What follows belongs to an exercise in optimizing a design on an open flow for small area; a production flow would make more cautious choices. In this exercise RTL edits were held to simulation tests only and were not proved equivalent to the original. Power and IR drop assume default switching activity.

==> flow/design.v (outline; a module is shown in full before it is edited, if it fits) <==
// module convolution: 8263 lines
// module FA: 4 lines
// module HA: 4 lines
module convolution #(parameter BW1=16, BW2=16)
  (input iCLK, iRSTn, iWren,
   input signed [7:0] iX,
   input [7:0] iWeight,
   input [4:0] iADDR,
   output signed [BW2-1:0] oPsum);
  // ...
==> flow/run.sh <==
#!/bin/bash
# synth_recipe.tcl (not shown) runs the flow's synth.tcl, then flattens the netlist and writes it again
# the make line also repeats each setting of config.mk as NAME=value (left out here)
make -C /OpenROAD-flow-scripts/flow DESIGN_CONFIG=/design/flow/config.mk WORK_HOME=/design/flow/orfs CLKGATE_MAP_FILE= SYNTH_SCRIPT=/design/flow/synth_recipe.tcl finish
==> flow/config.mk <==
export PLATFORM = sky130hd
export DESIGN_NAME = convolution
export DESIGN_NICKNAME = convolution
export VERILOG_FILES = /design/flow/design.v
export SDC_FILE = /design/flow/constraint.sdc
export NUM_CORES = 4
export LEC_CHECK = 0
export CAP_MARGIN = 20
export CORE_MARGIN = 2
export CORE_UTILIZATION = 40
export CTS_BUF_LIST = sky130_fd_sc_hd__clkbuf_4
export SLEW_MARGIN = 20
export SYNTH_HIERARCHICAL = 1
==> flow/constraint.sdc <==
create_clock -name core_clock -period 6.0 [get_ports {iCLK}]
set_input_delay 1.2000 -clock core_clock [delete_from_list [all_inputs] [get_ports {iCLK}]]
set_output_delay 1.2000 -clock core_clock [all_outputs]
set_load 0.01 [all_outputs]
==> impl_metrics.ini, run 1 <==
[run_status]
outcome = timing/DRC/antenna clean

[worst_setup_path]
path_class = flop to output pin
start_kind = flop
reg2regPathDepth = 14
path_buf_inv = 1
r2r_slack_ps = 280
path_cells = ha_1 -> or4_1 -> nor4_4 -> o21ai_0 -> o31ai_2 -> a221oi_1 -> a21boi_0 -> a211o_1 -> clkdlybuf4s50_1
critical_path_required_ps = 4800

[floorplan]
n_tap_cell = 2464
num_io_pins = 40

[logic_synthesis]
synth_top_family_by_area = adder cells
muxShareOfSynthArea_pct = 3.09
netlist_area_um2 = 74000

[clocking]
h-tree-depth = 5
cts.repair.resized = 4
cts_root_buf = clkbuf_4
cts_hold_buffers = 1

[route]
drc = 0

[worst_hold_path]
hp-class = flop to flop
worstHoldPathCells = 0

[power_and_ir_drop]
finalPower_mw = 40.4
p_leak_nw = 27.1
switching_power_mw = 16.0

[placed_design]
dpl_cell_area_um2 = 76500

[layout]
clock_area_share_pct = 5.53
seq_cell_count = 1339
buffer_area_share_pct = 1.26

[run]
maxCapViolations = 0

[global_routing]
use_met3_pct = 5.16
==> run 2: changes to the inputs <==
--- a/flow/config.mk
+++ b/flow/config.mk
@@ -8,6 +8,5 @@
 export CAP_MARGIN = 20
 export CORE_MARGIN = 2
 export CORE_UTILIZATION = 40
-export CTS_BUF_LIST = sky130_fd_sc_hd__clkbuf_4
 export SLEW_MARGIN = 20
 export SYNTH_HIERARCHICAL = 1
==> run 2 against run 1 <==
Compared with the run above: utilization is 0.080 points higher; design area up 0.18%; synthesized cell count unchanged; worst setup slack got worse by 29 ps.
==> impl_metrics.ini, run 2 <==
[logic_synthesis]
synthArstFlopShare_pct = 21.2
muxShareOfSynthArea_pct = 3.09
synth_top_cell_area_share_pct = 41.3
synth_cell_types = 89
synth_top_family_by_area = adder cells
yosysSeqAreaShare_pct = 38.3
synth-simple-area-share_pct = 10.8
synth.most_common_cell = fa_1
ys.flop_type = dfxtp_1
netlist_area_um2 = 74000
synth_xor_area_share_pct = 0.661
ys_ff_latch = 1339
yosys-top-cells-area = fa_1 41%, dfxtp_1 29%, dfrtp_1 6.8%, nand2_1 6.5%, mux2_2 3.0%
syn_avg_cell_area_um2 = 13.0
synth_compound_area_share_pct = 2.51
synthTopCellsByCount = 1525 x fa_1, 1289 x nand2_1, 1055 x dfxtp_1, 397 x clkbuf_1, 358 x and2_1
yosys_warnings = 7
syn_nets = 7290
synth_edf_count = 0
synth_top_cell_by_area = fa_1
syn_inst = 5676
synth_fa_ha_area_share_pct = 42.4

[route]
vias = 42300
wl_per_cell_um = 24.8
finalWirelength_mm = 201
ant_nets = 0
drtIter0Drc = 3750
viasPerCell = 5.23
firstDrtPassIters = 6
drc = 0

[layout]
drive_gt1_share_pct = 11.2
fin_cells = 8097
final_cell_area_um2 = 81200
utilization_pct = 44.3
mostFrequentLayoutCells = 1525 x fa_1, 1289 x nand2_1, 1055 x dfxtp_1
fin_nets = 7135
final_common_cell = fa_1
syn_to_final_growth_pct = 9.81

[sta]
finalHoldViolCount = 0
fmax_mhz = 174
rsz0062_at_grt = no
setup_violations = 0
period_needed_ps = 5760
worst-slew-pin-transition_ps = 1120
maxSlewViolCount = 0
setup_tns_ps = 0
finalCritPeriodShare_pct = 96.0
clock_skew_ps = 42.8
fin_ws_ps = 239
slew_headroom_pct = 25.5

[floorplan]
start_util_pct = 40.3
die_area_um2 = 188000
num_rows = 157
num_io_pins = 40
die_h_um = 434
die_w_um = 434
coreArea_um2 = 183000

[clocking]
clkSlewWorstSetupHoldPaths_ps = 60
cts_tree = done
cts.sinks = 1339
clkLatencyLatePin_ps = 810
h-tree-depth = 4
clockBufferDepth = 3
cts_buffers = 137
cts_root_buf = clkbuf_16

[worst_hold_path]
hp-class = flop to flop

[power_and_ir_drop]
p_int_mw = 24.9
seqPwrFrac_pct = 28.3
combPwrFrac_pct = 50.4
pwr-share-clk_pct = 21.3
p_leak_nw = 26.7
ir_worst_vdd_v = 0.00115
switching_power_mw = 16.1
power_density_nw_per_um2 = 505
swShare_pct = 39.3

[placed_design]
dp.cells = 7844
dpl_cell_area_um2 = 76500
hpwlAfterDp_mm = 153
dpl_worst_slack_ps = 189
gp_congestion = 0.972
io_buffer_count = 39

[global_routing]
grt_use_total_pct = 22.1
grt_pass1_vias = 47600
grt.overflow.total = 0
grt_first_pass_wirelength_mm = 305
grt_max_degree = 132
antenna_found_initial = 12

[run_status]
outcome = timing/DRC/antenna clean

[worst_setup_path]
path_cells = ha_1 -> o31a_1 -> or4_1 -> a22o_1 -> nor3_4 -> a21oi_1 -> o211ai_2 -> o21ai_0 -> fa_1 -> fa_1 -> fa_1 -> fa_1 -> fa_1
path_class = flop to flop
start_kind = flop
worstSetupEndpointType = flop
crit_arrival_ps = 6450
critical_path_required_ps = 6690
slowest_stage = or4_1
crit_top_cell = fa_1
cp_max_fo = 9
slowest_delay_ps = 630

[run]
maxCapViolations = 0
-- run 2: area by class of cell --
type / count / area, µm²
Antenna cell: 7 / 17.5
Clock buffer: 180 / 3910
Clock inverter: 64 / 812
Fill cell: 16600 / 102000
Inverter: 18 / 67.6
Multi-Input combinational cell: 3914 / 44000
Sequential cell: 1339 / 28300
Tap cell: 2464 / 3080
Timing Repair Buffer: 111 / 968
-- run 2: kinds of logic (layout without fill, tap and decap cells) --
family | Yosys count | count (layout)
and+or+nand+nor | 1811 | 1811
xor gates and xnor gates | 55 | 55
other | 0 | 7
buffers and inverters | 423 | 373
adders and majority gates | 1590 | 1590
muxes | 203 | 203
AOI/OAI and AO/OA | 255 | 255
DFF | 1339 | 1339
-- run 2: stage by stage --
stage          power [mW]  hold WS [ps]
4_1_cts              41.6           312
5_1_grt              44.8           317
6_report             41.0           305
3_5_place_dp         32.8           312
3_3_place_gp         32.1           310
2_1_floorplan        25.5           310
-- run 2: per-module statistics from Yosys (local to each module, per instance) --
| module | cells | copies in the design |
|---|---|---|
| convolution | 4086 | 1 |
| FA | 1 | 1525 |
| HA | 1 | 65 |
-- run 2: final timing paths --
kind                              start  endpoint  slack [ps]  cells past startpoint
worst max register to register  CS4_0_0  CS5_10_0         240                     13
min in group asynchronous         iRSTn     W6[1]         330                      1
max in group asynchronous         iRSTn    W16[7]        4450                      2
worst min register to register  P105[7]   P106[7]         300                      0
worst min-delay path            P105[7]   P106[7]         300                      0
worst max-delay path            CS4_0_0  CS5_10_0         240                     13
-- run 2: critical path: cells and delay by family, from the launching register on --
family                   cells  cell delay [ps]
adder cells (fa/ha/maj)      6             2710
flip-flops                   1              520
AO/OA/AOI/OAI                5             1460
AND/OR/NAND/NOR              2              960
-- run 2: power by group through the flow --
stage	Sequential (mW)	Clock, mW	Combinational [mW]
floorplan	10.7	0	14.9
global placement	11.8	0	20.3
detailed placement	11.8	0	21.1
CTS	11.6	8.97	21.1
global route	11.7	9.34	23.7
finish	11.6	8.73	20.7
-- run 2: timing repair --
| action | 4_1_cts | 5_1_grt |
|---|---|---|
| buffers inserted | 0 | 2 |
| endpoints found under the setup margin | 2 | 8 |
| pin swaps | 0 | 1 |
| gates resized for setup | 1 | 3 |
| hold buffers | 0 | 0 |
-- run 2: metal layers --
layer / GRT usage [%] / vias to the layer above / share of wire [%]
met4: 10.2 / 2 / 4.6
li1: - / 17300 / -
met2: 34.8 / 1803 / 47
met5: 0 / - / 0.0065
met3: 4.66 / 412 / 7.4
met1: 29.5 / 22800 / 41

[separate check: timing with driven ports]
The results above use ideal ports. As a check the final layouts listed here were re-extracted and re-timed, cells and wires unchanged.
Step 1 (the two cells are an assumption about what drives the block):
set clk [get_ports {iCLK}]
set_driving_cell -lib_cell sky130_fd_sc_hd__clkbuf_16 $clk
set_driving_cell -lib_cell sky130_fd_sc_hd__buf_2 [delete_from_list [all_inputs] $clk]
Step 2 moves the port delays by t, midway between the first and last clock arrival at a register: inputs arrive t later, outputs are due t later. That takes back most of the time a late clock gives input paths.
Three values: no drivers, after step 1, after step 2; two values: the first two.
| run | t, ns | setup slack, ns | hold WS [ns] | worst setup path after step 2 | pins driven straight from the clock port |
|---|---|---|---|---|---|
| run 1 | 1.290 | 0.268 / 0.192 / 0.279 | 0.245 / 0.245 / 0.245 | register to register | 1 |
| run 2 | 0.869 | 0.239 / 0.239 / 0.239 | 0.305 / 0.302 / 0.305 | register to register | 1 |
After both steps setup and hold are still met in every run listed.
